This design comes from an exercise in tuning for a short achievable clock period and few clock cycles on the open sky130 flow, not from production work.
In this exercise RTL edits were held to simulation tests only and were not proved equivalent to the original.
Power and IR drop assume default switching activity.

`flow/design.v`:
```
`timescale 1ns / 1ps
module mips_cpu(
  clk, reset,
  imem_addr, imem_rdata,
  dmem_addr, dmem_wdata, dmem_we, dmem_rdata,
  print_valid, print_data, halted
    );
    input clk;
    input reset;
    output [9:0] imem_addr;
    input [31:0] imem_rdata;
    output [9:0] dmem_addr;
    output [31:0] dmem_wdata;
    output dmem_we;
    input [31:0] dmem_rdata;
    output print_valid;
    output [31:0] print_data;
    output halted;
    reg  [9:0]  fa;          
    reg         fix_v;       
    reg  [31:0] fix_pc;
    reg  [31:0] ra_pred;     
    reg         d_v;
    reg  [31:0] d_ir;
    reg  [31:0] d_pc;
    reg         d_isJ, d_isJr, d_pt;
    reg  [31:0] d_jrt;
    reg  [4:0]  d_rA, d_rB;
    reg         e_v;
    reg  [31:0] e_A, e_B, e_SD;
    reg         e_fwdA, e_fwdB, e_fwdSD;
    reg  [4:0]  e_rd;
    reg         e_wr, e_isLoad, e_isLh, e_isStore, e_isSys, e_isJal;
    reg         e_isBeq, e_isBne, e_isBltz, e_isJr, e_pt;
    reg  [31:0] e_btgt, e_pc4, e_jrt;
    reg         e_opAdd, e_opSub, e_opAnd, e_opOr, e_opXor, e_opNor;
    reg         e_opSlt, e_opSltu, e_opSll, e_opSrl, e_opSra;
    reg  [31:0] m_res, m_SD;
    reg  [4:0]  m_rd;
    reg         m_wr, m_isLoad, m_isLh, m_isStore;
    reg         halt_r;
    reg         pv_r;
    reg  [31:0] pd_r;
    reg  [31:0] rf [1:31];
    wire [31:0] ldata = m_isLh ? {{16{dmem_rdata[15]}}, dmem_rdata[15:0]} : dmem_rdata;
    wire [31:0] wb_data = m_isLoad ? ldata : m_res;
    assign dmem_addr  = m_res[11:2];
    assign dmem_wdata = m_SD;
    assign dmem_we    = m_isStore & ~halt_r;
    integer i;
    always @(posedge clk) begin
      if (reset) begin
        for (i = 1; i < 32; i = i + 1) rf[i] <= 32'd0;
      end else if (m_wr) begin
        rf[m_rd] <= wb_data;
      end
    end
    wire [31:0] A  = e_fwdA  ? m_res : e_A;
    wire [31:0] B  = e_fwdB  ? m_res : e_B;
    wire [31:0] SD = e_fwdSD ? m_res : e_SD;
    wire [31:0] sum  = A + B;
    wire [32:0] dif  = {1'b0, A} - {1'b0, B};
    wire        sltu = dif[32];
    wire        slt  = (A[31] ^ B[31]) ? A[31] : dif[31];
    wire [31:0] shl  = A << B[4:0];
    wire [31:0] shr  = A >> B[4:0];
    wire [31:0] sra  = $signed(A) >>> B[4:0];
    wire [31:0] res =
        ({32{e_opAdd}}  & sum)
      | ({32{e_opSub}}  & dif[31:0])
      | ({32{e_opAnd}}  & (A & B))
      | ({32{e_opOr}}   & (A | B))
      | ({32{e_opXor}}  & (A ^ B))
      | ({32{e_opNor}}  & ~(A | B))
      | {31'd0, (e_opSlt & slt) | (e_opSltu & sltu)}
      | ({32{e_opSll}}  & shl)
      | ({32{e_opSrl}}  & shr)
      | ({32{e_opSra}}  & sra);
    wire eq    = (A == B);
    wire taken = (e_isBeq & eq) | (e_isBne & ~eq) | (e_isBltz & A[31]);
    wire mis_br = (e_isBeq | e_isBne | e_isBltz) & (taken ^ e_pt);
    wire mis_jr = e_isJr & (A != e_jrt);
    wire redirect = e_v & (mis_br | mis_jr);
    wire [31:0] rtgt = e_isJr ? A : (taken ? e_btgt : e_pc4);
    wire halting = e_v & e_isSys & (A == 32'd10);
    always @(posedge clk) begin
      if (reset) begin
        halt_r <= 1'b0;
        pv_r   <= 1'b0;
      end else begin
        if (halting) halt_r <= 1'b1;
        pv_r <= e_v & e_isSys & ~halt_r;
      end
      if (e_v & e_isSys) pd_r <= SD;
    end
    assign halted = halt_r;
    assign print_valid = pv_r;
    assign print_data = pd_r;
    always @(posedge clk) begin
      if (reset) ra_pred <= 32'd0;
      else if (e_v & e_isJal) ra_pred <= e_A;
    end
    always @(posedge clk) begin
      if (reset) begin
        m_wr <= 1'b0;
        m_isLoad <= 1'b0;
        m_isStore <= 1'b0;
      end else begin
        m_wr <= e_v & e_wr;
        m_isLoad <= e_v & e_isLoad;
        m_isStore <= e_v & e_isStore;
      end
      m_res <= res;
      m_SD <= SD;
      m_rd <= e_rd;
      m_isLh <= e_isLh;
    end
    wire [5:0] op = d_ir[31:26];
    wire [4:0] rs = d_ir[25:21];
    wire [4:0] rt = d_ir[20:16];
    wire [4:0] rd = d_ir[15:11];
    wire [4:0] sh = d_ir[10:6];
    wire [5:0] fn = d_ir[5:0];
    wire [15:0] imm = d_ir[15:0];
    wire isR    = (op == 6'h00);
    wire r_sll  = isR & (fn == 6'h00);
    wire r_srl  = isR & (fn == 6'h02);
    wire r_sra  = isR & (fn == 6'h03);
    wire r_jr   = isR & (fn == 6'h08);
    wire r_sys  = isR & (fn == 6'h0c);
    wire r_add  = isR & ((fn == 6'h20) | (fn == 6'h21));
    wire r_sub  = isR & ((fn == 6'h22) | (fn == 6'h23));
    wire r_and  = isR & (fn == 6'h24);
    wire r_or   = isR & (fn == 6'h25);
    wire r_xor  = isR & (fn == 6'h26);
    wire r_nor  = isR & (fn == 6'h27);
    wire r_slt  = isR & (fn == 6'h2a);
    wire r_sltu = isR & (fn == 6'h2b);
    wire r_shi  = r_sll | r_srl | r_sra;
    wire r_other = isR & ~(r_shi | r_jr | r_sys | r_add | r_sub | r_and | r_or
                           | r_xor | r_nor | r_slt | r_sltu);    
    wire i_addi  = (op == 6'h08);
    wire i_addiu = (op == 6'h09);
    wire i_slti  = (op == 6'h0a);
    wire i_andi  = (op == 6'h0c);
    wire i_ori   = (op == 6'h0d);
    wire i_xori  = (op == 6'h0e);
    wire i_lw    = (op == 6'h23);
    wire i_lh    = (op == 6'h21);
    wire i_sw    = (op == 6'h2b);
    wire i_beq   = (op == 6'h04);
    wire i_bne   = (op == 6'h05);
    wire i_bltz  = (op == 6'h01) & (rt == 5'd0);
    wire i_jal   = (op == 6'h03);
    wire wr_rd = isR & ~r_jr & ~r_sys;
    wire wr_rt = i_addi | i_addiu | i_slti | i_andi | i_ori | i_xori | i_lw | i_lh;
    wire [4:0] dst = i_jal ? 5'd31 : (wr_rd ? rd : rt);
    wire d_wr = (wr_rd | wr_rt | i_jal) & (dst != 5'd0);
    wire usesA  = isR | i_addi | i_addiu | i_slti | i_andi | i_ori | i_xori
                | i_lw | i_lh | i_sw | i_beq | i_bne | i_bltz;
    wire usesB  = (isR & ~r_shi & ~r_jr & ~r_sys) | i_beq | i_bne;
    wire usesSD = i_sw | r_sys;
    wire useImm = ~usesB;
    wire [31:0] sext = {{16{imm[15]}}, imm};
    wire [31:0] immv = r_shi ? {27'd0, sh} : i_addiu ? {16'd0, imm} : i_jal ? 32'd0 : sext;
    wire [31:0] rfA = (d_rA == 5'd0) ? 32'd0 : rf[d_rA];
    wire [31:0] rfB = (d_rB == 5'd0) ? 32'd0 : rf[d_rB];
    wire hitA = m_wr & (m_rd == d_rA);
    wire hitB = m_wr & (m_rd == d_rB);
    wire [31:0] d_pc4 = d_pc + 32'd4;
    wire [31:0] valA = hitA ? wb_data : (i_jal ? d_pc4 : rfA);
    wire [31:0] valB = hitB ? wb_data : rfB;
    wire mA = e_v & e_wr & (e_rd == d_rA);
    wire mB = e_v & e_wr & (e_rd == d_rB);
    wire stall = d_v & e_isLoad & ((usesA & mA) | ((usesB | usesSD) & mB));
    wire [31:0] d_btgt = d_pc4 + {sext[29:0], 2'b00};
    wire [31:0] d_jtgt = {d_pc4[31:28], d_ir[25:0], 2'b00};
    always @(posedge clk) begin
      if (reset | redirect | stall | ~d_v) e_v <= 1'b0;
      else e_v <= 1'b1;
      e_A <= valA;
      e_B <= useImm ? immv : valB;
      e_SD <= valB;
      e_fwdA <= mA & ~i_jal;
      e_fwdB <= mB & ~useImm;
      e_fwdSD <= mB;
      e_rd <= dst;
      e_wr <= d_wr;
      e_isLoad <= i_lw | i_lh;
      e_isLh <= i_lh;
      e_isStore <= i_sw;
      e_isSys <= r_sys;
      e_isJal <= i_jal;
      e_isBeq <= i_beq;
      e_isBne <= i_bne;
      e_isBltz <= i_bltz;
      e_isJr <= r_jr;
      e_pt <= d_pt;
      e_btgt <= d_btgt;
      e_pc4 <= d_pc4;
      e_jrt <= d_jrt;
      e_opAdd <= r_add | i_addi | i_addiu | i_lw | i_sw;
      e_opSub <= r_sub;
      e_opAnd <= r_and | i_andi;
      e_opOr  <= r_or | i_ori | i_jal;
      e_opXor <= i_xori;
      e_opNor <= r_nor;
      e_opSlt <= r_slt | i_slti;
      e_opSltu <= r_sltu;
      e_opSll <= r_sll | r_xor | r_other | i_lh;    
      e_opSrl <= r_srl;
      e_opSra <= r_sra;
    end
    wire [31:0] fi = imem_rdata;
    wire [5:0]  f_op = fi[31:26];
    wire        f_isR  = (f_op == 6'h00);
    wire        f_isJ  = (f_op == 6'h02) | (f_op == 6'h03);
    wire        f_isJr = f_isR & (fi[5:0] == 6'h08);
    wire        f_sys  = f_isR & (fi[5:0] == 6'h0c);
    wire        f_shi  = f_isR & ((fi[5:0] == 6'h00) | (fi[5:0] == 6'h02) | (fi[5:0] == 6'h03));
    wire        f_isBr = (f_op == 6'h04) | (f_op == 6'h05) | ((f_op == 6'h01) & (fi[20:16] == 5'd0));
    wire        f_pt   = f_isBr & (fi[15] | (f_op == 6'h05));
    wire [4:0]  f_rA = f_isJr ? 5'd31 : f_sys ? 5'd2 : f_shi ? fi[20:16] :
                       (f_op == 6'h03) ? 5'd0 : fi[25:21];
    wire [4:0]  f_rB = f_sys ? 5'd4 : fi[20:16];
    wire [9:0]  fa1 = fa + 10'd1;
    wire [9:0]  fpred = f_isJ ? fi[9:0] : f_isJr ? ra_pred[11:2] :
                        f_pt ? (fa1 + fi[9:0]) : fa1;
    wire [31:0] d_tgt = d_isJ ? d_jtgt : d_isJr ? d_jrt : d_btgt;
    wire [31:0] pcF = fix_v ? fix_pc : ((d_isJ | d_isJr | d_pt) ? d_tgt : d_pc4);
    always @(posedge clk) begin
      if (reset) begin
        fa <= 10'd0;
        fix_v <= 1'b1;
        fix_pc <= 32'd0;
        d_v <= 1'b0;
      end else if (redirect) begin
        fa <= rtgt[11:2];
        fix_v <= 1'b1;
        fix_pc <= rtgt;
        d_v <= 1'b0;
      end else if (~stall) begin
        fa <= fpred;
        fix_v <= 1'b0;
        d_v <= 1'b1;
      end
      if (~stall) begin
        d_ir <= fi;
        d_pc <= pcF;
        d_isJ <= f_isJ;
        d_isJr <= f_isJr;
        d_pt <= f_pt;
        d_jrt <= ra_pred;
        d_rA <= f_rA;
        d_rB <= f_rB;
      end
    end
    assign imem_addr = fa;
endmodule
```
`flow/run.sh`:
```
#!/bin/bash
# synth_recipe.tcl (not shown) runs the flow's synth.tcl, then flattens the netlist and writes it again
# the make line also repeats each setting of config.mk as NAME=value (left out here)
make -C /OpenROAD-flow-scripts/flow DESIGN_CONFIG=/design/flow/config.mk WORK_HOME=/design/flow/orfs CLKGATE_MAP_FILE= SYNTH_SCRIPT=/design/flow/synth_recipe.tcl finish
```
`flow/config.mk`:
```
export PLATFORM = sky130hd
export DESIGN_NAME = mips_cpu
export DESIGN_NICKNAME = mips_cpu
export VERILOG_FILES = /design/flow/design.v
export SDC_FILE = /design/flow/constraint.sdc
export NUM_CORES = 4
export LEC_CHECK = 0
export ABC_CLOCK_PERIOD_IN_PS = 4000
export CAP_MARGIN = 20
export CORE_MARGIN = 2
export CORE_UTILIZATION = 45
export PLACE_DENSITY = 0.6
export SETUP_SLACK_MARGIN = 5
export SLEW_MARGIN = 20
```
`flow/constraint.sdc`:
```
create_clock -name core_clock -period 10.0 [get_ports {clk}]
set_input_delay 2.0000 -clock core_clock [delete_from_list [all_inputs] [get_ports {clk}]]
set_output_delay 2.0000 -clock core_clock [all_outputs]
set_load 0.01 [all_outputs]
```
==> run_results.csv, run 1 <==
group,metric,value,unit
timing,max_slew_margin,0.234,
clocking,numCtsBuffers,169,
clocking,cts.path.max_buffers,3,
route,finalWirelength,334000,um
synthesis,seq_area_frac_synth,0.518,
worst_hold_path,hold_path.startpoint,"e_isLh",
timing,fmax,203,MHz
synthesis,synth_commonest_cells,"1,286 x nor2_1, 1,165 x edfxtp_1, 474 x clkbuf_1, 459 x mux2i_1, 451 x mux4_2",
worst_setup_path,crit_family,"compound AO/OA/AOI/OAI gates",
worst_setup_path,reg2reg_slack,5070,ps
grt,grt_pass1_vias,61200,
power_and_ir_drop,ir_drop,162,uV
route,vias,62900,
worst_hold_path,whs_path_depth,0,
synthesis,netlist_area,82100,um2
synthesis,yosysTopAreaCell,"edfxtp_1",
timing,post-route-min-period,4930,ps
run,cap_violations,0,
die,core,181000,um2
worst_setup_path,worst_path_largest_cell_delay,500,ps
timing,tightest_slew,1140,ps
die,start_util,0.454,
synthesis,synth_area_leaders,"edfxtp_1 43%, mux4_2 12%, dfxtp_1 9.2%",
placed_design,port_buffers,152,
timing,slew_viol_final,0,
worst_setup_path,path_cells,"buf_12 > mux2i_4 > buf_12 > inv_1 > buf_4 > ha_1 > a2111oi_0 > o21ai_1 > a21oi_2 > o311ai_2 > a31o_2 > and3_1 > a2111oi_2 > o21bai_1 > xnor2_1 > a221o_1",
clocking,cts_htree_levels,4,
grt,gr-usage-all-layers,0.354,
die,fp.dieArea,186000,um2
route,drc,0,
die,die_height,431,um
route,viasPerCell,6.61,
timing,tns,0,ps
grt,grt_pass1_wl,466000,um
worst_setup_path,worstSetupStartpointType,"flop",
worst_setup_path,worstReg2RegStart,"e_fwdB",
worst_setup_path,critPathMostFrequentCell,"buf_12",
power_and_ir_drop,total_power,16600,uW
worst_setup_path,crit_fanout,26,
timing,setup_viol,0,
worst_setup_path,criticalPathCategory,"reg -> reg",
worst_setup_path,worst_path_max_delay_cell,"a2111oi_2",
synthesis,netlist_instances,7057,
worst_hold_path,whs_endpoint,"m_isLh",
final_layout,post-route-util,0.512,
placed_design,place_congestion,1.07,
timing,fin_skew,49.9,ps
synthesis,synth_edf_count,1165,
clocking,clk_pin_slew,60,ps
route,drt_first_pass_iters,7,
clocking,clkSinkCount,1542,
route,wl_per_cell,35.2,um
run_status,status,"timing/DRC/antenna clean",
worst_hold_path,hold_path.class,"reg -> reg",
clocking,clockRootBuffer,"clkbuf_16",
die,pin_count,153,
final_layout,nets,7214,
synthesis,async_flop_share,0,
synthesis,yosysMostFrequentCell,"nor2_1",
synthesis,ys_warn_count,1,
route,ant_nets,0,
clocking,holdBufCountCts,0,
grt,grt_overflow,0,
worst_setup_path,rr_worst_depth,16,
synthesis,syn-num-nets,7274,
die,rows,156,
worst_setup_path,crit_arrival,5600,ps
clocking,cts_tree,"yes",
timing,rsz0062_at_grt,"yes",
timing,timing.final.ws_setup,5070,ps
worst_setup_path,critPathBufInv,4,
power_and_ir_drop,leakagePower,0.0335,uW
synthesis,synth-seq-cells,1542,
placed_design,dp_hpwl,221000,um
timing,fin_crit_sh,0.493,
placed_design,post-place-ws,3090,ps
grt,antenna_found_initial,15,
worst_setup_path,reg2reg_to,"m_res[29]",
die,die_w,431,um
synthesis,synth_top_area_frac,0.426,
clocking,insertion_delay,830,ps
timing,hold_violations,0,
synthesis,avgSynthCellArea,11.6,um2
synthesis,yosysUniqueCellTypes,94,
power_and_ir_drop,powerDensity,179,nW/um2
final_layout,drive_gt1_frac,0.175,
route,drtIter0Drc,8899,
worst_setup_path,crit_path_end_kind,"flop",
final_layout,syn_to_final_growth,13.0,%
synthesis,synthFlopType,"edfxtp_1",
grt,grt_max_degree,109,
worst_setup_path,critPathRequiredTime,10670,ps
through the flow:
stage               cell area, um2  instances  hold slack (ps)
CTS                          92200       9490              346
global placement             86300       9160              316
detailed placement           86300       9161              317
global route                 92700       9506              359
finish                       92700       9511              339
floorplan                    82100       7057              310
repair_timing:
item,in CTS,in global routing
buffers inserted,17,10
cloned,2,4
pin swaps,3,3
endpoints found under the setup margin,66,57
gates resized for setup,71,43
hold endpoints to repair,0,0
flip-flops by register name (all words and copies together), names as in the netlist, 5 cells and up, named ones only:
name and flops:
e_A 32, e_jrt 32, e_rd 5, fa 10, pd_r 32, d_jrt 32
d_ir 32, m_res 32, d_rB 5, d_rA 5, e_btgt 30, fix_pc 32
e_pc4 32, e_SD 32, e_B 32, ra_pred 32, rf 1024, m_SD 32
m_rd 5, d_pc 32
cell type report:
type / instances / area, um2
antenna: 5 / 12.5
tap: 2370 / 2970
inverter: 181 / 688
sequential: 1542 / 42600
clock inverter: 89 / 788
timing repair buffer: 382 / 3610
clock buffer: 221 / 4610
fill: 15800 / 88200
multi-input combinational: 4721 / 37500
placed cells by master, fill, tap and decap left out, types with 27 or more instances in the layout:
master	instances
o21ai_0	245
or3_1	30
a211oi_1	37
a221oi_1	69
a22oi_1	34
nand3_1	51
nor2_1	1284
a21oi_1	428
dfxtp_1	364
o31ai_1	35
o221ai_1	98
inv_1	164
o22ai_1	121
nand2b_2	29
nor3_1	38
clkinv_1	44
buf_4	206
xor2_1	29
clkdlybuf4s50_1	151
clkbuf_16	177
xnor2_1	94
nand2_2	30
nand2_1	400
mux2i_4	37
mux2i_1	420
edfxtp_1	1165
mux4_2	451
nand2b_1	38
o21bai_1	27
ha_1	139
clkinv_2	27
clkbuf_1	38
mux2_2	104
report_power, final:
| part | switching (uW) | internal [uW] | leakage, uW |
|---|---|---|---|
| Sequential | 247 | 7160 | 0.0152 |
| Combinational | 2020 | 1010 | 0.0156 |
| Clock | 2690 | 3490 | 0.00264 |
| Total | 4960 | 11700 | 0.0335 |
layer usage:
| layer | global-route usage | wire (um) |
|---|---|---|
| met1 | 0.438 | 120000 |
| met2 | 0.557 | 154000 |
| met3 | 0.0756 | 33300 |
| met4 | 0.239 | 26800 |
| met5 | 0 | 78 |
worst max path at each step:
stage,cells past startpoint,endpoint,slack (ps),from
3_3_place_gp,15,fa[5],3250,e_fwdA
4_1_cts,14,d_pc[26],4980,d_pc[4]
2_1_floorplan,21,m_res[31],5040,e_fwdB
6_report,16,m_res[29],5070,e_fwdB
5_1_grt,19,m_res[31],4920,e_fwdB
3_5_place_dp,15,fa[5],3090,e_fwdA
kinds of logic after synthesis:
| family | synth area share |
|---|---|
| adder cells (fa/ha/maj) | 0.0235 |
| XOR/XNOR | 0.0139 |
| buffers and inverters | 0.0381 |
| AND/OR/NAND/NOR | 0.106 |
| flip-flops | 0.518 |
| AO/OA/AOI/OAI | 0.105 |
| multiplexers | 0.196 |
Testbench counts, summed over its fixed seeds: cycles 168,706.
==> run 2: changes to the inputs <==
--- a/flow/design.v
+++ b/flow/design.v
@@ -28,7 +28,6 @@
     reg  [4:0]  d_rA, d_rB;
     reg         e_v;
     reg  [31:0] e_A, e_B, e_SD;
-    reg         e_fwdA, e_fwdB, e_fwdSD;
     reg  [4:0]  e_rd;
     reg         e_wr, e_isLoad, e_isLh, e_isStore, e_isSys, e_isJal;
     reg         e_isBeq, e_isBne, e_isBltz, e_isJr, e_pt;
@@ -55,9 +54,9 @@
         rf[m_rd] <= wb_data;
       end
     end
-    wire [31:0] A  = e_fwdA  ? m_res : e_A;
-    wire [31:0] B  = e_fwdB  ? m_res : e_B;
-    wire [31:0] SD = e_fwdSD ? m_res : e_SD;
+    wire [31:0] A  = e_A;
+    wire [31:0] B  = e_B;
+    wire [31:0] SD = e_SD;
     wire [31:0] sum  = A + B;
     wire [32:0] dif  = {1'b0, A} - {1'b0, B};
     wire        sltu = dif[32];
@@ -167,23 +166,21 @@
     wire [31:0] rfB = (d_rB == 5'd0) ? 32'd0 : rf[d_rB];
     wire hitA = m_wr & (m_rd == d_rA);
     wire hitB = m_wr & (m_rd == d_rB);
-    wire [31:0] d_pc4 = d_pc + 32'd4;
+    wire [31:0] d_pc4 = {d_pc[31:2] + 30'd1, d_pc[1:0]};
     wire [31:0] valA = hitA ? wb_data : (i_jal ? d_pc4 : rfA);
     wire [31:0] valB = hitB ? wb_data : rfB;
     wire mA = e_v & e_wr & (e_rd == d_rA);
     wire mB = e_v & e_wr & (e_rd == d_rB);
     wire stall = d_v & e_isLoad & ((usesA & mA) | ((usesB | usesSD) & mB));
-    wire [31:0] d_btgt = d_pc4 + {sext[29:0], 2'b00};
+    wire [30:0] btsum = {d_pc[31:2], 1'b1} + {sext[29:0], 1'b1};
+    wire [31:0] d_btgt = {btsum[30:1], d_pc[1:0]};
     wire [31:0] d_jtgt = {d_pc4[31:28], d_ir[25:0], 2'b00};
     always @(posedge clk) begin
       if (reset | redirect | stall | ~d_v) e_v <= 1'b0;
       else e_v <= 1'b1;
-      e_A <= valA;
-      e_B <= useImm ? immv : valB;
-      e_SD <= valB;
-      e_fwdA <= mA & ~i_jal;
-      e_fwdB <= mB & ~useImm;
-      e_fwdSD <= mB;
+      e_A <= (mA & ~i_jal) ? res : valA;
+      e_B <= useImm ? immv : (mB ? res : valB);
+      e_SD <= mB ? res : valB;
       e_rd <= dst;
       e_wr <= d_wr;
       e_isLoad <= i_lw | i_lh;
==> flow/flow/run.sh (new file) <==
#!/bin/bash
# The standard layout (standard synthesis unchanged), with repair_timing aiming
# for extra setup slack so the layout is pushed below the design's 10 ns period.
set -o pipefail
bash standard.sh SETUP_SLACK_MARGIN=6.5 ABC_CLOCK_PERIOD_IN_PS=3000 finish > flow_make.log 2>&1
==> flow/standard.sh (new file) <==
#!/bin/bash
# synth_recipe.tcl (not shown) runs the flow's synth.tcl, then flattens the netlist and writes it again
# the make line also repeats each setting of config.mk as NAME=value (left out here)
make -C /OpenROAD-flow-scripts/flow DESIGN_CONFIG=/design/flow/config.mk WORK_HOME=/design/flow/orfs CLKGATE_MAP_FILE= SYNTH_SCRIPT=/design/flow/synth_recipe.tcl "${@:-finish}"
==> flow/config.mk (replaced) <==
export PLATFORM = sky130hd
export DESIGN_NAME = mips_cpu
export DESIGN_NICKNAME = mips_cpu
export VERILOG_FILES = /design/flow/design.v
export SDC_FILE = /design/flow/constraint.sdc
export NUM_CORES = 4
export LEC_CHECK = 0
export CAP_MARGIN = 20
export CORE_MARGIN = 2
export CORE_UTILIZATION = 45
export PLACE_DENSITY = 0.6
export SLEW_MARGIN = 20
removed: flow/run.sh
==> run_results.csv, run 2 <==
group,metric,value,unit
placed_design,place_congestion,0.994,
synthesis,async_flop_share,0,
clocking,cts_tree,"yes",
timing,fin_skew,36.2,ps
power_and_ir_drop,total_power,17300,uW
placed_design,dp_hpwl,219000,um
die,start_util,0.452,
worst_setup_path,criticalPathCategory,"reg -> reg",
placed_design,post-place-ws,4390,ps
route,finalWirelength,353000,um
timing,tns,0,ps
placed_design,port_buffers,152,
route,vias,65800,
final_layout,drive_gt1_frac,0.251,
synthesis,seq_area_frac_synth,0.515,
synthesis,syn-num-nets,7184,
route,viasPerCell,6.84,
synthesis,avgSynthCellArea,11.8,um2
power_and_ir_drop,clockPowerShare,0.354,
timing,fin_crit_sh,0.418,
timing,tightest_slew,1350,ps
die,fp.dieArea,187000,um2
synthesis,synth_edf_count,1165,
die,die_w,432,um
power_and_ir_drop,ir_drop,181,uV
final_layout,syn_to_final_growth,18.5,%
worst_setup_path,crit_path_end_kind,"flop",
clocking,cts_htree_levels,4,
synthesis,netlist_instances,6967,
timing,timing.final.ws_setup,5820,ps
power_and_ir_drop,leakagePower,0.0359,uW
power_and_ir_drop,powerDensity,177,nW/um2
worst_hold_path,hold_path.class,"reg -> reg",
synthesis,synth_area_leaders,"edfxtp_1 42%, mux4_2 15%, dfxtp_1 9.1%",
timing,hold_ws,341,ps
power_and_ir_drop,swShare,0.311,
grt,grt_pass1_vias,62000,
die,pin_count,153,
synthesis,synth_top_area_frac,0.424,
route,wl_per_cell,36.7,um
route,drc,0,
grt,antenna_found_initial,18,
route,drtIter0Drc,9545,
die,core,183000,um2
worst_setup_path,critPathRequiredTime,10700,ps
timing,hold_violations,0,
clocking,numCtsBuffers,170,
die,die_height,432,um
timing,max_slew_margin,0.0958,
run_status,status,"timing/DRC/antenna clean",
final_layout,largest_register_ffs,1024,
timing,rsz0062_at_grt,"yes",
clocking,insertion_delay,860,ps
worst_setup_path,crit_fanout,3,
synthesis,yosysTopAreaCell,"edfxtp_1",
die,rows,157,
worst_setup_path,worstSetupStartpointType,"flop",
synthesis,synth-seq-cells,1539,
clocking,cts.path.max_buffers,3,
power_and_ir_drop,netSwitchingPower,5370,uW
grt,grt_max_degree,76,
worst_setup_path,crit_arrival,4870,ps
timing,setup_viol,0,
final_layout,largest_register,"rf",
power_and_ir_drop,internal_power,11900,uW
synthesis,synth_commonest_cells,"1,285 x nor2_1, 1,165 x edfxtp_1, 537 x mux4_2, 491 x clkbuf_1, 400 x mux2i_1",
worst_setup_path,reg2reg_slack,5820,ps
timing,slew_viol_final,0,
grt,gr-usage-all-layers,0.370,
power_and_ir_drop,seq_power_share,0.429,
final_layout,nets,7304,
final_layout,final_common_cell,"nor2_1",
clocking,clk_pin_slew,60,ps
timing,post-route-min-period,4180,ps
timing,fmax,240,MHz
route,ant_nets,0,
synthesis,yosysMostFrequentCell,"nor2_1",
run,cap_violations,0,
grt,grt_pass1_wl,486000,um
synthesis,yosysUniqueCellTypes,88,
clocking,clockRootBuffer,"clkbuf_16",
grt,grt_overflow,0,
synthesis,synthFlopType,"edfxtp_1",
power_and_ir_drop,pwr-share-comb,0.217,
clocking,clkSinkCount,1539,
synthesis,ys_warn_count,1,
final_layout,final_cell_mix,"1,262 x nor2_1, 1,165 x edfxtp_1, 537 x mux4_2, 367 x mux2i_1, 352 x nand2_1",
route,drt_first_pass_iters,8,
synthesis,netlist_area,82500,um2
-- run 2: cell count changes after synthesis, moves of 38 or more --
cell / previous run / this run
mux2i_1: 459 / 400
xor2_1: 31 / 69
xnor2_1: 99 / 59
o21ai_0: 246 / 165
a21oi_1: 430 / 329
mux2_2: 104 / 32
mux4_2: 451 / 537
nor3_1: 41 / 93
-- run 2: kinds of logic (layout without fill, tap and decap cells) --
| group | count (synthesis) | in the layout | share of synthesized area |
|---|---|---|---|
| AND/OR/NAND/NOR | 2127 | 2152 | 0.109 |
| adder cells (fa/ha/maj) | 151 | 151 | 0.0233 |
| XOR/XNOR | 128 | 128 | 0.0136 |
| flip-flops | 1539 | 1539 | 0.515 |
| multiplexers | 970 | 970 | 0.200 |
| buffers and inverters | 847 | 1078 | 0.0408 |
| AO/OA/AOI/OAI | 1205 | 1207 | 0.0990 |
| other | 0 | 10 | 0 |
-- run 2: power by group through the flow --
stage                     clock, uW  sequential [uW]  combinational [uW]
after global routing           6370             7430                3850
after global placement            0             7570                3000
after detailed placement          0             7590                3000
after floorplan                   0             7420                1900
after CTS                      6140             7400                3500
final                          6130             7410                3750
-- run 2: layer usage --
metal  track usage  routed length, um  vias to the layer above  part of all wire
met5             0                201                        -           0.00057
met2         0.568             158000                     4819              0.45
met1         0.472             126000                    33300              0.36
met4         0.233              27200                       24             0.077
li1              -                  -                    26500                 -
met3        0.0899              41700                     1100              0.12
-- run 2: path summary, 6_finish.rpt --
kind                    to  cells after the start    start
hold reg to reg     m_isLh                      0   e_isLh
setup / recovery  e_SD[31]                     17  e_B[20]
setup reg to reg  e_SD[31]                     17  e_B[20]
hold / removal      m_isLh                      0   e_isLh
-- run 2: cell type report --
cell class | instances | area (um2)
clock buffers | 219 | 4540
inverters | 210 | 888
well taps | 2385 | 2980
diodes | 10 | 25.0
clock inverters | 91 | 739
repair buffers | 558 | 6090
multi-input cells | 4608 | 39800
fillers | 15500 | 84900
flip-flops and latches | 1539 | 42700
-- run 2: worst max-delay path, stage by stage, from the launching register on --
cell	delay [ps]
dfxtp_2	340
inv_2	70
ha_4	270
nor3_4	200
or4b_4	500
or2_4	250
o211a_4	170
o21ai_2	140
a21oi_2	60
o21bai_1	210
a21oi_2	90
fa_2	520
o21ai_1	50
a221oi_1	220
nand4_1	190
a211oi_4	360
a21boi_4	300
a21oi_1	80
-- run 2: stage by stage --
| stage | area, um2 | std cells | utilization |
|---|---|---|---|
| floorplan | 83100 | 6967 | - |
| global placement | 86600 | 9017 | 0.474 |
| detailed placement | 86600 | 9018 | 0.474 |
| CTS | 96300 | 9539 | 0.527 |
| global route | 97700 | 9614 | 0.535 |
| finish | 97800 | 9620 | 0.535 |
-- run 2: repair_timing --
action | 4_1_cts | 5_1_grt
setup endpoints to repair | 2097 | 842
resized for setup | 735 | 182
endpoints found under the hold margin | 0 | 0
hold buffers | 0 | 0
pin swaps | 82 | 75
gates cloned | 41 | 6
setup buffers | 170 | 61
Testbench counts of run 2, summed over its fixed seeds: cycles 168,706.
==> run 3: changes to the inputs <==
--- a/flow/design.v
+++ b/flow/design.v
@@ -1,3 +1,22 @@
+module ks_add32(a, b, cin, s, cout);
+  input [31:0] a, b;
+  input cin;
+  output [31:0] s;
+  output cout;
+  wire [31:0] p0 = a ^ b;
+  wire [31:0] g0 = (a & b) | {31'd0, p0[0] & cin};    
+  wire [31:0] g1 = g0 | (p0 & {g0[30:0], 1'b0});
+  wire [31:0] p1 = p0 & {p0[30:0], 1'b0};
+  wire [31:0] g2 = g1 | (p1 & {g1[29:0], 2'b0});
+  wire [31:0] p2 = p1 & {p1[29:0], 2'b0};
+  wire [31:0] g3 = g2 | (p2 & {g2[27:0], 4'b0});
+  wire [31:0] p3 = p2 & {p2[27:0], 4'b0};
+  wire [31:0] g4 = g3 | (p3 & {g3[23:0], 8'b0});
+  wire [31:0] p4 = p3 & {p3[23:0], 8'b0};
+  wire [31:0] c  = g4 | (p4 & {g4[15:0], 16'b0});    
+  assign s = p0 ^ {c[30:0], cin};
+  assign cout = c[31];
+endmodule
 `timescale 1ns / 1ps
 module mips_cpu(
   clk, reset,
@@ -57,16 +76,18 @@
     wire [31:0] A  = e_A;
     wire [31:0] B  = e_B;
     wire [31:0] SD = e_SD;
-    wire [31:0] sum  = A + B;
-    wire [32:0] dif  = {1'b0, A} - {1'b0, B};
-    wire        sltu = dif[32];
-    wire        slt  = (A[31] ^ B[31]) ? A[31] : dif[31];
+    wire [31:0] sum, dif;
+    wire        sum_co, dif_co;
+    ks_add32 u_add(.a(A), .b(B), .cin(1'b0), .s(sum), .cout(sum_co));
+    ks_add32 u_sub(.a(A), .b(~B), .cin(1'b1), .s(dif), .cout(dif_co));
+    wire        sltu = ~dif_co;
+    wire        slt  = A[31] ^ ~B[31] ^ dif_co;
     wire [31:0] shl  = A << B[4:0];
     wire [31:0] shr  = A >> B[4:0];
     wire [31:0] sra  = $signed(A) >>> B[4:0];
     wire [31:0] res =
         ({32{e_opAdd}}  & sum)
-      | ({32{e_opSub}}  & dif[31:0])
+      | ({32{e_opSub}}  & dif)
       | ({32{e_opAnd}}  & (A & B))
       | ({32{e_opOr}}   & (A | B))
       | ({32{e_opXor}}  & (A ^ B))
@@ -216,7 +237,10 @@
     wire        f_sys  = f_isR & (fi[5:0] == 6'h0c);
     wire        f_shi  = f_isR & ((fi[5:0] == 6'h00) | (fi[5:0] == 6'h02) | (fi[5:0] == 6'h03));
     wire        f_isBr = (f_op == 6'h04) | (f_op == 6'h05) | ((f_op == 6'h01) & (fi[20:16] == 5'd0));
-    wire        f_pt   = f_isBr & (fi[15] | (f_op == 6'h05));
+    wire        f_same = (fi[25:21] == fi[20:16]);
+    wire        f_pt   = ((f_op == 6'h04) & (f_same | fi[15]))
+                       | ((f_op == 6'h05) & ~f_same)
+                       | ((f_op == 6'h01) & (fi[20:16] == 5'd0) & fi[15] & (fi[25:21] != 5'd0));
     wire [4:0]  f_rA = f_isJr ? 5'd31 : f_sys ? 5'd2 : f_shi ? fi[20:16] :
                        (f_op == 6'h03) ? 5'd0 : fi[25:21];
     wire [4:0]  f_rB = f_sys ? 5'd4 : fi[20:16];
==> run_results.csv, run 3 <==
group,metric,value,unit
power_and_ir_drop,leakagePower,0.0367,uW
route,drtIter0Drc,10200,
timing,rsz0062_at_grt,"yes",
grt,grt_pass1_vias,62900,
route,finalWirelength,349000,um
placed_design,post_dp_cell_area,87500,um2
timing,fin_skew,62.2,ps
synthesis,yosysUniqueCellTypes,97,
clocking,clockRootBuffer,"clkbuf_16",
synthesis,synth-seq-cells,1539,
die,rows,158,
synthesis,synth_top_area_frac,0.419,
final_layout,syn_to_final_growth,19.4,%
synthesis,syn-num-nets,7238,
route,viasPerCell,6.79,
synthesis,ys_warn_count,1,
timing,max_slew_margin,0.174,
synthesis,yosysMostFrequentCell,"nor2_1",
synthesis,avgSynthCellArea,11.9,um2
worst_setup_path,path_cells,"buf_16 > or2_4 > buf_16 > o221ai_1 > o22ai_1 > nor3_2 > o21ai_0 > o211ai_1 > o211ai_1 > o21ai_2",
placed_design,dp_cells,9186,
clocking,clkSinkCount,1539,
power_and_ir_drop,powerDensity,177,nW/um2
clocking,clk_pin_slew,70,ps
timing,setup_viol,0,
worst_setup_path,worst_path_largest_cell_delay,620,ps
timing,fin_crit_sh,0.358,
timing,post-route-min-period,3580,ps
grt,grt_max_degree,100,
route,drc,0,
synthesis,seq_area_frac_synth,0.509,
synthesis,synthFlopType,"edfxtp_1",
route,ant_nets,0,
clocking,numCtsBuffers,168,
route,vias,66800,
worst_setup_path,worstSetupStartpointType,"flop",
worst_setup_path,crit_path_end_kind,"flop",
synthesis,synth_edf_count,1165,
die,die_height,435,um
route,wl_per_cell,35.5,um
final_layout,nets,7405,
synthesis,netlist_area,83400,um2
final_layout,multi_input_area,40500,um2
die,core,185000,um2
final_layout,drive_gt1_frac,0.254,
final_layout,n_fill_cell,15500,
run_status,status,"timing/DRC/antenna clean",
timing,timing.final.ws_setup,6420,ps
die,pin_count,153,
clocking,cts_htree_levels,4,
timing,fmax,279,MHz
synthesis,yosysTopAreaCell,"edfxtp_1",
timing,tightest_slew,1240,ps
synthesis,synth_commonest_cells,"1,252 x nor2_1, 1,165 x edfxtp_1, 549 x mux4_2, 475 x clkbuf_1, 409 x nand2_1",
synthesis,async_flop_share,0,
clocking,insertion_delay,850,ps
power_and_ir_drop,ir_drop,139,uV
final_layout,final_cell_mix,"1,241 x nor2_1, 1,165 x edfxtp_1, 558 x mux4_2, 372 x nand2_1, 329 x mux2i_1",
die,fp.dieArea,189000,um2
worst_setup_path,crit_arrival,4260,ps
timing,slew_viol_final,0,
worst_setup_path,crit_fanout,73,
timing,tns,0,ps
placed_design,dp_hpwl,217000,um
grt,antenna_found_initial,24,
route,drt_first_pass_iters,9,
final_layout,seq_area,42600,um2
final_layout,finalInstanceArea,99600,um2
final_layout,final_common_cell,"nor2_1",
synthesis,netlist_instances,7031,
worst_hold_path,hold_path.class,"reg -> reg",
placed_design,post-place-ws,4350,ps
power_and_ir_drop,total_power,17600,uW
worst_setup_path,worst_path_max_delay_cell,"nor3_2",
timing,hold_violations,0,
clocking,cts_tree,"yes",
final_layout,largest_register_ffs,1024,
worst_setup_path,critPathRequiredTime,10680,ps
final_layout,stdcell_count,9831,
placed_design,port_buffers,152,
placed_design,place_congestion,1.01,
worst_setup_path,reg2reg_slack,6420,ps
final_layout,largest_register,"rf",
synthesis,synth_area_leaders,"edfxtp_1 42%, mux4_2 15%, dfxtp_1 9.0%",
run,cap_violations,0,
worst_setup_path,criticalPathCategory,"reg -> reg",
grt,grt_pass1_wl,480000,um
grt,gr-usage-all-layers,0.359,
clocking,cts.path.max_buffers,3,
die,start_util,0.451,
die,die_w,435,um
grt,grt_overflow,0,
-- run 3: per-stage QoR --
stage           util  hold slack [ps]
2_1_floorplan      -              310
5_1_grt        0.538              351
6_report       0.539              333
3_3_place_gp   0.473              319
3_5_place_dp   0.473              321
4_1_cts        0.525              336
-- run 3: critical path: cells and delay by family (launching register included) --
| kind | cells | cell delay (ps) |
|---|---|---|
| buf+inv | 2 | 470 |
| compound gates | 6 | 1340 |
| simple gates | 2 | 970 |
| flops | 1 | 450 |
-- run 3: logic make-up (layout without fill, tap and decap cells) --
logic type                 Yosys count  after routing  share of synthesized area
muxes                              969            969                      0.203
DFF                               1539           1539                      0.509
AOI/OAI and AO/OA                 1216           1216                     0.0989
other                                0             12                          0
adders and majority gates          141            141                     0.0214
xor gates and xnor gates           130            130                     0.0137
buffers and inverters              864           1145                     0.0426
and+or+nand+nor                   2172           2199                      0.112
-- run 3: final cells by class --
class                   instances  area share
multi-input cells            4655       0.407
flip-flops and latches       1539       0.428
clock buffers                 201      0.0439
well taps                    2480      0.0312
clock inverters               110      0.0112
diodes                         12    0.000302
inverters                     220     0.00910
repair buffers                614      0.0699
-- run 3: final timing paths --
| kind | from | endpoint | cells past startpoint |
|---|---|---|---|
| worst min-delay path | e_isLh | m_isLh | 0 |
| worst max-delay path | d_rA[1] | e_A[31] | 10 |
| worst max register to register | d_rA[1] | e_A[31] | 10 |
| worst min register to register | e_isLh | m_isLh | 0 |
-- run 3: per-layer routing --
layer	wire length, um	GRT usage	vias up	share of wire
li1	-	-	27000	-
met1	123000	0.454	33700	0.35
met2	157000	0.553	5005	0.45
met3	42600	0.0954	1128	0.12
met4	26500	0.219	10	0.076
met5	58	0	-	0.00017
-- run 3: timing repair --
item	CTS	global route
setup buffers	130	133
gates resized for setup	670	218
hold endpoints to repair	0	0
endpoints found under the setup margin	1376	800
pin swaps	35	68
hold buffers	0	0
gates cloned	42	15
-- run 3: report_power, final --
part,switching [uW],total [uW],leakage [uW],internal [uW]
logic,2460,3910,0.0189,1450
registers,221,7380,0.0152,7160
clock network,2790,6280,0.00265,3490
total,5470,17600,0.0367,12100
Testbench counts of run 3, summed over its fixed seeds: cycles 167,082.
==> run 4: changes to the inputs <==
==> flow/flow/run.sh (replaced) <==
#!/bin/bash
# The standard layout (standard synthesis unchanged), with repair_timing aiming
# for extra setup slack so the layout is pushed below the design's 10 ns period.
set -o pipefail
bash standard.sh SETUP_SLACK_MARGIN=7.5 ABC_CLOCK_PERIOD_IN_PS=2000 finish > flow_make.log 2>&1
==> run_results.csv, run 4 <==
group,metric,value,unit
synthesis,yosysTopAreaCell,"edfxtp_1",
synthesis,seq_area_frac_synth,0.509,
placed_design,place_congestion,0.969,
synthesis,ys_warn_count,1,
synthesis,async_flop_share,0,
synthesis,yosysUniqueCellTypes,97,
grt,grt_max_degree,59,
synthesis,netlist_instances,7031,
clocking,clockRootBuffer,"clkbuf_16",
clocking,cts_htree_levels,4,
clocking,clkSinkCount,1539,
clocking,numCtsBuffers,168,
die,die_height,435,um
placed_design,dp_hpwl,224000,um
synthesis,yosysMostFrequentCell,"nor2_1",
synthesis,synth_edf_count,1165,
die,start_util,0.451,
synthesis,avgSynthCellArea,11.9,um2
run_status,haltStage,"global routing",
placed_design,port_buffers,152,
synthesis,netlist_area,83400,um2
grt,gr-usage-all-layers,0.607,
synthesis,synth_top_area_frac,0.419,
clocking,holdBufCountCts,0,
synthesis,synth_commonest_cells,"1,252 x nor2_1, 1,165 x edfxtp_1, 549 x mux4_2, 475 x clkbuf_1, 409 x nand2_1",
grt,grt_overflow,3,
synthesis,synthFlopType,"edfxtp_1",
run_status,status,"stopped before the end",
run_status,stop_error,"[ERROR GRT-0232] Routing congestion too high. Check the congestion heatmap in the GUI.",
die,die_w,435,um
synthesis,synth_area_leaders,"edfxtp_1 42%, mux4_2 15%, dfxtp_1 9.0%",
die,pin_count,153,
synthesis,syn-num-nets,7238,
die,rows,158,
clocking,cts.path.max_buffers,3,
synthesis,synth-seq-cells,1539,
run 4: cell counts after synthesis:
No cell type changed its count.
run 4: how the worst min path moves through the flow:
stage / endpoint / slack, ps / cells after the start
3_5_place_dp: m_isLh / 330 / 0
4_1_cts: m_SD[4] / 340 / 0
3_3_place_gp: m_isLh / 320 / 0
2_1_floorplan: m_isLh / 310 / 0
run 4: stage by stage:
| step | cell area, um2 | worst slack [ps] | instances |
|---|---|---|---|
| after floorplan | 87000 | 6150 | 7031 |
| after global placement | 88500 | 4820 | 9177 |
| after detailed placement | 88700 | 4800 | 9185 |
| after CTS | 118000 | 6500 | 10600 |
run 4: per-layer routing:
metal | overflow | GRT usage
met5 | 0 | 0.291
met4 | 3 | 0.576
met3 | 0 | 0.457
met2 | 0 | 0.762
met1 | 0 | 0.612
run 4: kinds of logic after synthesis:
family / share of synthesized area
AOI/OAI and AO/OA: 0.0989
xor gates and xnor gates: 0.0137
and+or+nand+nor: 0.112
buffers and inverters: 0.0426
DFF: 0.509
adders and majority gates: 0.0214
muxes: 0.203
run 4: what timing repair did:
action | CTS
resized for setup | 2677
gates cloned | 289
pin swaps | 559
endpoints found under the setup margin | 2509
buffers inserted | 831
run 4: power groups by stage:
stage          clock network (uW)  registers [uW]  logic (uW)
2_1_floorplan                   0            7430        2160
3_5_place_dp                    0            7570        3240
4_1_cts                      6170            7390        4960
3_3_place_gp                    0            7560        3210
==> run 5: changes to the inputs <==
--- a/flow/design.v
+++ b/flow/design.v
@@ -65,12 +65,23 @@
     assign dmem_addr  = m_res[11:2];
     assign dmem_wdata = m_SD;
     assign dmem_we    = m_isStore & ~halt_r;
+    reg  [31:0] w_data;
+    reg  [4:0]  w_rd;
+    reg         w_wr;
+    always @(posedge clk) begin
+      if (reset) w_wr <= 1'b0;
+      else w_wr <= m_wr;
+      w_data <= wb_data;
+      w_rd <= m_rd;
+    end
+    reg rst_q;
+    always @(posedge clk) rst_q <= reset;
     integer i;
     always @(posedge clk) begin
-      if (reset) begin
+      if (rst_q) begin
         for (i = 1; i < 32; i = i + 1) rf[i] <= 32'd0;
-      end else if (m_wr) begin
-        rf[m_rd] <= wb_data;
+      end else if (w_wr) begin
+        rf[w_rd] <= w_data;
       end
     end
     wire [31:0] A  = e_A;
@@ -117,8 +128,7 @@
     assign print_valid = pv_r;
     assign print_data = pd_r;
     always @(posedge clk) begin
-      if (reset) ra_pred <= 32'd0;
-      else if (e_v & e_isJal) ra_pred <= e_A;
+      if (e_v & e_isJal) ra_pred <= e_A;
     end
     always @(posedge clk) begin
       if (reset) begin
@@ -187,9 +197,11 @@
     wire [31:0] rfB = (d_rB == 5'd0) ? 32'd0 : rf[d_rB];
     wire hitA = m_wr & (m_rd == d_rA);
     wire hitB = m_wr & (m_rd == d_rB);
+    wire hwA = w_wr & (w_rd == d_rA);
+    wire hwB = w_wr & (w_rd == d_rB);
     wire [31:0] d_pc4 = {d_pc[31:2] + 30'd1, d_pc[1:0]};
-    wire [31:0] valA = hitA ? wb_data : (i_jal ? d_pc4 : rfA);
-    wire [31:0] valB = hitB ? wb_data : rfB;
+    wire [31:0] valA = hitA ? wb_data : hwA ? w_data : (i_jal ? d_pc4 : rfA);
+    wire [31:0] valB = hitB ? wb_data : hwB ? w_data : rfB;
     wire mA = e_v & e_wr & (e_rd == d_rA);
     wire mB = e_v & e_wr & (e_rd == d_rB);
     wire stall = d_v & e_isLoad & ((usesA & mA) | ((usesB | usesSD) & mB));
==> flow/flow/run.sh (replaced) <==
#!/bin/bash
# The standard layout (standard synthesis unchanged), with repair_timing aiming
# for extra setup slack so the layout is pushed below the design's 10 ns period.
set -o pipefail
bash standard.sh SETUP_SLACK_MARGIN=6.5 ABC_CLOCK_PERIOD_IN_PS=3000 finish > flow_make.log 2>&1
==> run_results.csv, run 5 <==
group,metric,value,unit
placed_design,place_congestion,0.988,
worst_setup_path,worstSetupStartpointType,"flop",
power_and_ir_drop,netSwitchingPower,5210,uW
clocking,cts.path.max_buffers,3,
route,ant_nets,0,
final_layout,syn_to_final_growth,16.7,%
power_and_ir_drop,pwr-share-comb,0.187,
worst_setup_path,crit_arrival,4610,ps
worst_hold_path,hold_path.startpoint,"e_isLh",
placed_design,post_dp_cell_area,90400,um2
clocking,insertion_delay,860,ps
placed_design,port_buffers,152,
grt,antenna_found_initial,19,
synthesis,yosysUniqueCellTypes,90,
timing,tightest_slew,1160,ps
route,vias,64700,
worst_hold_path,whs_path_depth,0,
synthesis,ys_warn_count,1,
clocking,clockRootBuffer,"clkbuf_16",
die,pin_count,153,
synthesis,synthFlopType,"edfxtp_1",
route,drc,0,
synthesis,seq_area_frac_synth,0.506,
route,drt_first_pass_iters,6,
worst_setup_path,crit_path_end_kind,"flop",
power_and_ir_drop,clockPowerShare,0.366,
die,core,190000,um2
final_layout,drive_gt1_frac,0.243,
clocking,holdBufCountCts,0,
placed_design,post-place-ws,4780,ps
worst_setup_path,reg2reg_slack,6000,ps
synthesis,yosysTopAreaCell,"edfxtp_1",
die,rows,160,
timing,slew_viol_final,0,
clocking,cts_htree_levels,4,
run,cap_violations,0,
power_and_ir_drop,leakagePower,0.0372,uW
timing,tns,0,ps
synthesis,netlist_instances,6973,
final_layout,largest_register_ffs,1024,
synthesis,synth_area_leaders,"edfxtp_1 42%, mux4_2 14%, dfxtp_1 8.8%",
synthesis,synth_edf_count,1197,
die,fp.dieArea,195000,um2
synthesis,synth_top_area_frac,0.417,
final_layout,nets,7269,
final_layout,stdcell_count,9725,
final_layout,largest_register,"rf",
clocking,clk_pin_slew,60,ps
final_layout,n_fill_cell,16100,
grt,gr-usage-all-layers,0.345,
worst_setup_path,worstReg2RegStart,"d_ir[0]",
grt,grt_overflow,0,
route,finalWirelength,346000,um
placed_design,dp_hpwl,210000,um
grt,grt_pass1_vias,62800,
timing,setup_viol,0,
timing,post-route-min-period,4000,ps
power_and_ir_drop,seq_power_share,0.446,
synthesis,avgSynthCellArea,12.4,um2
grt,grt_pass1_wl,481000,um
worst_hold_path,hold_path.class,"reg -> reg",
worst_setup_path,criticalPathCategory,"reg -> reg",
die,die_height,442,um
synthesis,synth_commonest_cells,"1,197 x edfxtp_1, 1,008 x and2_1, 536 x mux4_2, 504 x clkbuf_1, 397 x mux2i_1",
timing,hold_violations,0,
synthesis,netlist_area,86200,um2
worst_setup_path,rr_worst_depth,13,
worst_setup_path,crit_fanout,2,
synthesis,async_flop_share,0,
clocking,cts_tree,"yes",
die,start_util,0.453,
timing,fin_skew,73.1,ps
timing,fin_crit_sh,0.400,
die,die_w,442,um
timing,fmax,250,MHz
route,viasPerCell,6.65,
worst_setup_path,critPathRequiredTime,10610,ps
route,wl_per_cell,35.6,um
synthesis,syn-num-nets,7180,
worst_hold_path,whs_endpoint,"m_isLh",
power_and_ir_drop,internal_power,12100,uW
timing,rsz0062_at_grt,"yes",
final_layout,finalInstanceArea,101000,um2
clocking,numCtsBuffers,175,
grt,grt_max_degree,65,
placed_design,dp_cells,9191,
timing,timing.final.ws_setup,6000,ps
worst_setup_path,reg2reg_to,"d_pc[30]",
clocking,clkSinkCount,1578,
final_layout,final_cell_mix,"1,197 x edfxtp_1, 1,006 x and2_1, 536 x mux4_2, 384 x mux2i_1, 305 x dfxtp_1",
run_status,status,"timing/DRC/antenna clean",
timing,max_slew_margin,0.225,
route,drtIter0Drc,8378,
synthesis,synth-seq-cells,1578,
power_and_ir_drop,ir_drop,146,uV
power_and_ir_drop,powerDensity,172,nW/um2
final_layout,final_common_cell,"edfxtp_1",
power_and_ir_drop,swShare,0.300,
synthesis,yosysMostFrequentCell,"edfxtp_1",
run 5: power by group through the flow:
stage                     Combinational, uW  Sequential [uW]  Clock [uW]
after floorplan                        1780             7640           0
after global placement                 2690             7870           0
after detailed placement               2700             7890           0
after CTS                              3020             7720        6390
after global routing                   3360             7770        6660
final                                  3250             7740        6350
run 5: per-stage QoR:
step / power (uW) / hold WS (ps) / utilization
2_1_floorplan: 9420 / 310 / -
3_3_place_gp: 10600 / 315 / 0.475
3_5_place_dp: 10600 / 317 / 0.475
4_1_cts: 17100 / 328 / 0.520
5_1_grt: 17800 / 342 / 0.529
6_report: 17300 / 326 / 0.529
run 5: final cells by class:
type                       instances  area [um2]  share of cell area
sequential                      1578       43700               0.435
antenna                           10        25.0            0.000249
multi-input combinational       4582       41800               0.415
timing repair buffer             547        5680              0.0565
clock buffer                     230        4780              0.0476
tap                             2511        3140              0.0312
clock inverter                    89         767             0.00762
inverter                         178         701             0.00697
run 5: critical path, stage by stage, from the launching register on:
cell	delay, ps
edfxtp_1	490
inv_2	130
ha_4	150
inv_2	40
fa_2	390
a211oi_4	300
o21ai_2	120
a221o_1	450
a211o_1	360
o211a_1	270
o311a_4	340
o41ai_4	400
mux2i_1	240
nand2_1	70
run 5: repair_timing:
action	4_1_cts	5_1_grt
gates resized for setup	548	283
endpoints found under the hold margin	0	0
cloned	18	7
pin swaps	46	86
buffers inserted	122	57
endpoints found under the setup margin	494	293
run 5: cells by family after synthesis:
logic type | after synthesis | share of synthesized area
adders and majority gates | 141 | 0.0207
AOI/OAI and AO/OA | 1270 | 0.0986
xor gates and xnor gates | 147 | 0.0152
buffers and inverters | 820 | 0.0379
DFF | 1578 | 0.506
and+or+nand+nor | 2032 | 0.129
muxes | 985 | 0.193
run 5: worst max-delay path by stage:
stage / cells past startpoint / end / slack (ps) / startpoint
finish: 13 / d_pc[30] / 6000 / d_ir[0]
global route: 13 / d_pc[30] / 5960 / d_ir[0]
CTS: 13 / d_pc[30] / 6150 / d_ir[0]
detailed placement: 11 / fa[5] / 4780 / imem_rdata[27]
global placement: 11 / fa[5] / 4860 / imem_rdata[27]
floorplan: 11 / fa[8] / 5880 / imem_rdata[0]
run 5: metal layers:
layer,track usage,up-vias,share of wire
met2,0.550,4053,0.46
met3,0.0816,1006,0.11
li1,-,26600,-
met5,0,-,0.00044
met1,0.437,32900,0.37
met4,0.182,22,0.063
Testbench counts of run 5, summed over its fixed seeds: cycles 167,082.
==> run 6: changes to the inputs <==
==> flow/flow/run.sh (replaced) <==
#!/bin/bash
# The standard layout (standard synthesis unchanged), with repair_timing aiming
# for extra setup slack so the layout is pushed below the design's 10 ns period.
set -o pipefail
bash standard.sh SETUP_SLACK_MARGIN=7.5 ABC_CLOCK_PERIOD_IN_PS=2000 finish > flow_make.log 2>&1
--- a/flow/config.mk
+++ b/flow/config.mk
@@ -7,6 +7,6 @@
 export LEC_CHECK = 0
 export CAP_MARGIN = 20
 export CORE_MARGIN = 2
-export CORE_UTILIZATION = 45
-export PLACE_DENSITY = 0.6
+export CORE_UTILIZATION = 35
+export PLACE_DENSITY = 0.5
 export SLEW_MARGIN = 20
==> run_results.csv, run 6 <==
group,metric,value,unit
die,pin_count,153,
synthesis,ys_warn_count,1,
worst_setup_path,worst_path_largest_cell_delay,440,ps
synthesis,seq_area_frac_synth,0.506,
synthesis,synth_top_area_frac,0.417,
clocking,holdBufCountCts,0,
timing,fmax,263,MHz
final_layout,largest_register_ffs,1024,
synthesis,yosysTopAreaCell,"edfxtp_1",
placed_design,dp_hpwl,223000,um
worst_setup_path,crit_family,"compound AO/OA/AOI/OAI gates",
worst_hold_path,hold_path.class,"reg -> reg",
worst_setup_path,worstSetupStartpointType,"flop",
placed_design,port_buffers,152,
timing,hold_ws,331,ps
route,drc,0,
placed_design,place_congestion,0.959,
synthesis,yosysMostFrequentCell,"edfxtp_1",
worst_setup_path,worst_path_max_delay_cell,"a221o_2",
die,die_height,500,um
synthesis,avgSynthCellArea,12.4,um2
grt,gr-usage-all-layers,0.318,
clocking,clockRootBuffer,"clkbuf_16",
clocking,cts_tree,"yes",
grt,antenna_found_initial,20,
run,cap_violations,0,
timing,tns,0,ps
timing,setup_viol,0,
die,rows,182,
die,core,245000,um2
die,die_w,500,um
synthesis,synth_edf_count,1197,
grt,grt_max_degree,65,
final_layout,nets,7816,
clocking,insertion_delay,870,ps
timing,fin_crit_sh,0.381,
synthesis,synth-seq-cells,1578,
synthesis,yosysUniqueCellTypes,90,
final_layout,syn_to_final_growth,31.9,%
clocking,numCtsBuffers,180,
final_layout,final_common_cell,"edfxtp_1",
worst_setup_path,critPathBufInv,4,
synthesis,synth_area_leaders,"edfxtp_1 42%, mux4_2 14%, dfxtp_1 8.8%",
synthesis,synthFlopType,"edfxtp_1",
power_and_ir_drop,swShare,0.307,
route,finalWirelength,413000,um
route,wl_per_cell,37.6,um
final_layout,drive_gt1_frac,0.369,
synthesis,async_flop_share,0,
worst_setup_path,crit_fanout,2,
route,ant_nets,0,
power_and_ir_drop,seq_power_share,0.409,
timing,rsz0062_at_grt,"yes",
timing,slew_viol_final,0,
final_layout,largest_register,"rf",
die,fp.dieArea,250000,um2
timing,hold_violations,0,
timing,tightest_slew,1210,ps
timing,max_slew_margin,0.191,
route,viasPerCell,6.24,
synthesis,syn-num-nets,7180,
final_layout,post-route-util,0.463,
grt,grt_pass1_wl,554000,um
power_and_ir_drop,internal_power,13000,uW
run_status,status,"timing/DRC/antenna clean",
power_and_ir_drop,leakagePower,0.0424,uW
grt,grt_pass1_vias,66000,
route,drtIter0Drc,9228,
final_layout,final_cell_mix,"1,197 x edfxtp_1, 1,003 x and2_1, 536 x mux4_2, 438 x buf_4, 356 x mux2i_1",
worst_setup_path,path_cells,"buf_8 > inv_8 > ha_4 > inv_2 > fa_2 > a211oi_2 > o21ai_2 > a221o_2 > a211o_1 > o211a_1 > o311a_4 > buf_6 > mux2i_4 > o21ai_1 > o21ai_1",
power_and_ir_drop,netSwitchingPower,5770,uW
power_and_ir_drop,pwr-share-comb,0.231,
worst_setup_path,critPathMostFrequentCell,"o21ai_1",
grt,grt_overflow,0,
synthesis,synth_commonest_cells,"1,197 x edfxtp_1, 1,008 x and2_1, 536 x mux4_2, 504 x clkbuf_1, 397 x mux2i_1",
worst_setup_path,crit_path_end_kind,"flop",
power_and_ir_drop,clockPowerShare,0.360,
power_and_ir_drop,powerDensity,165,nW/um2
clocking,clkSinkCount,1578,
synthesis,netlist_instances,6973,
worst_setup_path,criticalPathCategory,"reg -> reg",
timing,post-route-min-period,3810,ps
worst_setup_path,critPathRequiredTime,10570,ps
route,vias,68600,
clocking,cts.path.max_buffers,3,
worst_setup_path,crit_arrival,4370,ps
die,start_util,0.351,
power_and_ir_drop,ir_drop,163,uV
clocking,cts_htree_levels,4,
timing,fin_skew,43.0,ps
synthesis,netlist_area,86200,um2
route,drt_first_pass_iters,6,
clocking,clk_pin_slew,60,ps
[run 6: changes by cell type in the layout (fill, tap and decap cells not counted), sizes merged, moves of 17 or more]
cell | previous run | this run
or2 | 45 | 62
clkbuf | 245 | 266
bufbuf | 9 | 27
buf | 397 | 975
clkdlybuf4s15 | 35 | 2
dlygate4sd2 | 34 | 3
[run 6: power groups by stage]
| stage | registers, uW | clock network [uW] | logic, uW |
|---|---|---|---|
| 3_3_place_gp | 7840 | 0 | 2910 |
| 2_1_floorplan | 7640 | 0 | 1880 |
| 5_1_grt | 7700 | 7070 | 4440 |
| 3_5_place_dp | 7860 | 0 | 2900 |
| 4_1_cts | 7650 | 6820 | 3900 |
| 6_report | 7670 | 6770 | 4340 |
[run 6: area by class of cell]
| type | count | area, um2 |
|---|---|---|
| Fill cell | 21700 | 132000 |
| Antenna cell | 11 | 27.5 |
| Timing Repair inverter | 3 | 26.3 |
| Clock inverter | 92 | 958 |
| Sequential cell | 1578 | 43800 |
| Tap cell | 3220 | 4030 |
| Timing Repair Buffer | 1066 | 13700 |
| Clock buffer | 247 | 4960 |
| Inverter | 178 | 785 |
| Multi-Input combinational cell | 4602 | 45400 |
[run 6: kinds of logic after synthesis]
| logic type | share of synthesized area |
|---|---|
| fa+ha+maj | 0.0207 |
| compound gates | 0.0986 |
| simple gates | 0.129 |
| buf+inv | 0.0379 |
| xor+xnor | 0.0152 |
| mux | 0.193 |
| flops | 0.506 |
[run 6: worst reg2reg max path, stage by stage (launching register included)]
cell	delay [ps]
edfxtp_1	430
buf_8	170
inv_8	70
ha_4	130
inv_2	30
fa_2	350
a211oi_2	250
o21ai_2	100
a221o_2	440
a211o_1	350
o211a_1	310
o311a_4	350
buf_6	130
mux2i_4	180
o21ai_1	140
o21ai_1	100
[run 6: metal layers]
metal  up-vias  track usage  wire (um)
met4         8        0.169      28000
li1      27800            -          -
met5         -            0         51
met1     35400        0.406     155000
met3      1093       0.0695      41500
met2      4283        0.504     188000
[run 6: through the flow]
step | area (um2) | power, uW | instances | setup slack [ps]
after floorplan | 87800 | 9520 | 6973 | 5890
after global placement | 92000 | 10700 | 9880 | 4640
after detailed placement | 92000 | 10800 | 9881 | 4640
after CTS | 110000 | 18400 | 10800 | 6150
after global routing | 114000 | 19200 | 11000 | 6160
final | 114000 | 18800 | 11000 | 6190
[run 6: final timing paths]
kind | slack [ps] | cells past startpoint | from | endpoint
worst max-delay path | 6190 | 15 | d_ir[0] | d_pc[28]
worst min register to register | 330 | 0 | e_isLh | m_isLh
worst max register to register | 6190 | 15 | d_ir[0] | d_pc[28]
worst min-delay path | 330 | 0 | e_isLh | m_isLh
[run 6: what timing repair did]
| action | 4_1_cts | 5_1_grt |
|---|---|---|
| pin swaps | 214 | 225 |
| cloned | 112 | 16 |
| buffers inserted | 469 | 169 |
| endpoints found under the setup margin | 1643 | 948 |
| resized for setup | 1596 | 477 |

separate check: timing with driven ports:
The results above use ideal ports. As a check the final layouts listed here were re-extracted and re-timed, cells and wires unchanged.
Step 1 assumes that a clkbuf_16 drives the clock port and a buf_2 every other input.
Step 2 adds t to the input delays and takes it off the output delays; t is the mean of the earliest and latest rising clock arrival at the registers after step 1. Input paths then give back, and output paths get back, about the clock's delay inside the block.
Slacks: no drivers / after step 1 / after step 2; pairs: no drivers / after step 1.
| run | shift t [ns] | setup slack, ns | hold WS [ns] | latest minus earliest clock arrival (ns) | slew at the worst register clock pin (ns) |
|---|---|---|---|---|---|
| run 1 | 0.897 | 5.069 / 5.069 / 4.273 | 0.339 / 0.339 / 0.339 | 0.051 / 0.051 | 0.08 / 0.08 |
| run 2 | 0.927 | 5.825 / 5.825 / 5.497 | 0.341 / 0.341 / 0.341 | 0.044 / 0.044 | 0.07 / 0.07 |
| run 3 | 0.913 | 6.419 / 6.419 / 5.598 | 0.333 / 0.333 / 0.333 | 0.063 / 0.064 | 0.08 / 0.08 |
| run 5 | 0.910 | 6.003 / 6.003 / 5.562 | 0.326 / 0.326 / 0.326 | 0.073 / 0.074 | 0.07 / 0.07 |
| run 6 | 0.945 | 6.195 / 6.195 / 5.327 | 0.331 / 0.331 / 0.331 | 0.043 / 0.043 | 0.07 / 0.07 |
After both steps setup and hold are still met in every run listed. For run 6, which loses most, drivers alone change the setup slack by 0.000 ns; drivers and shift together by -0.868 ns.
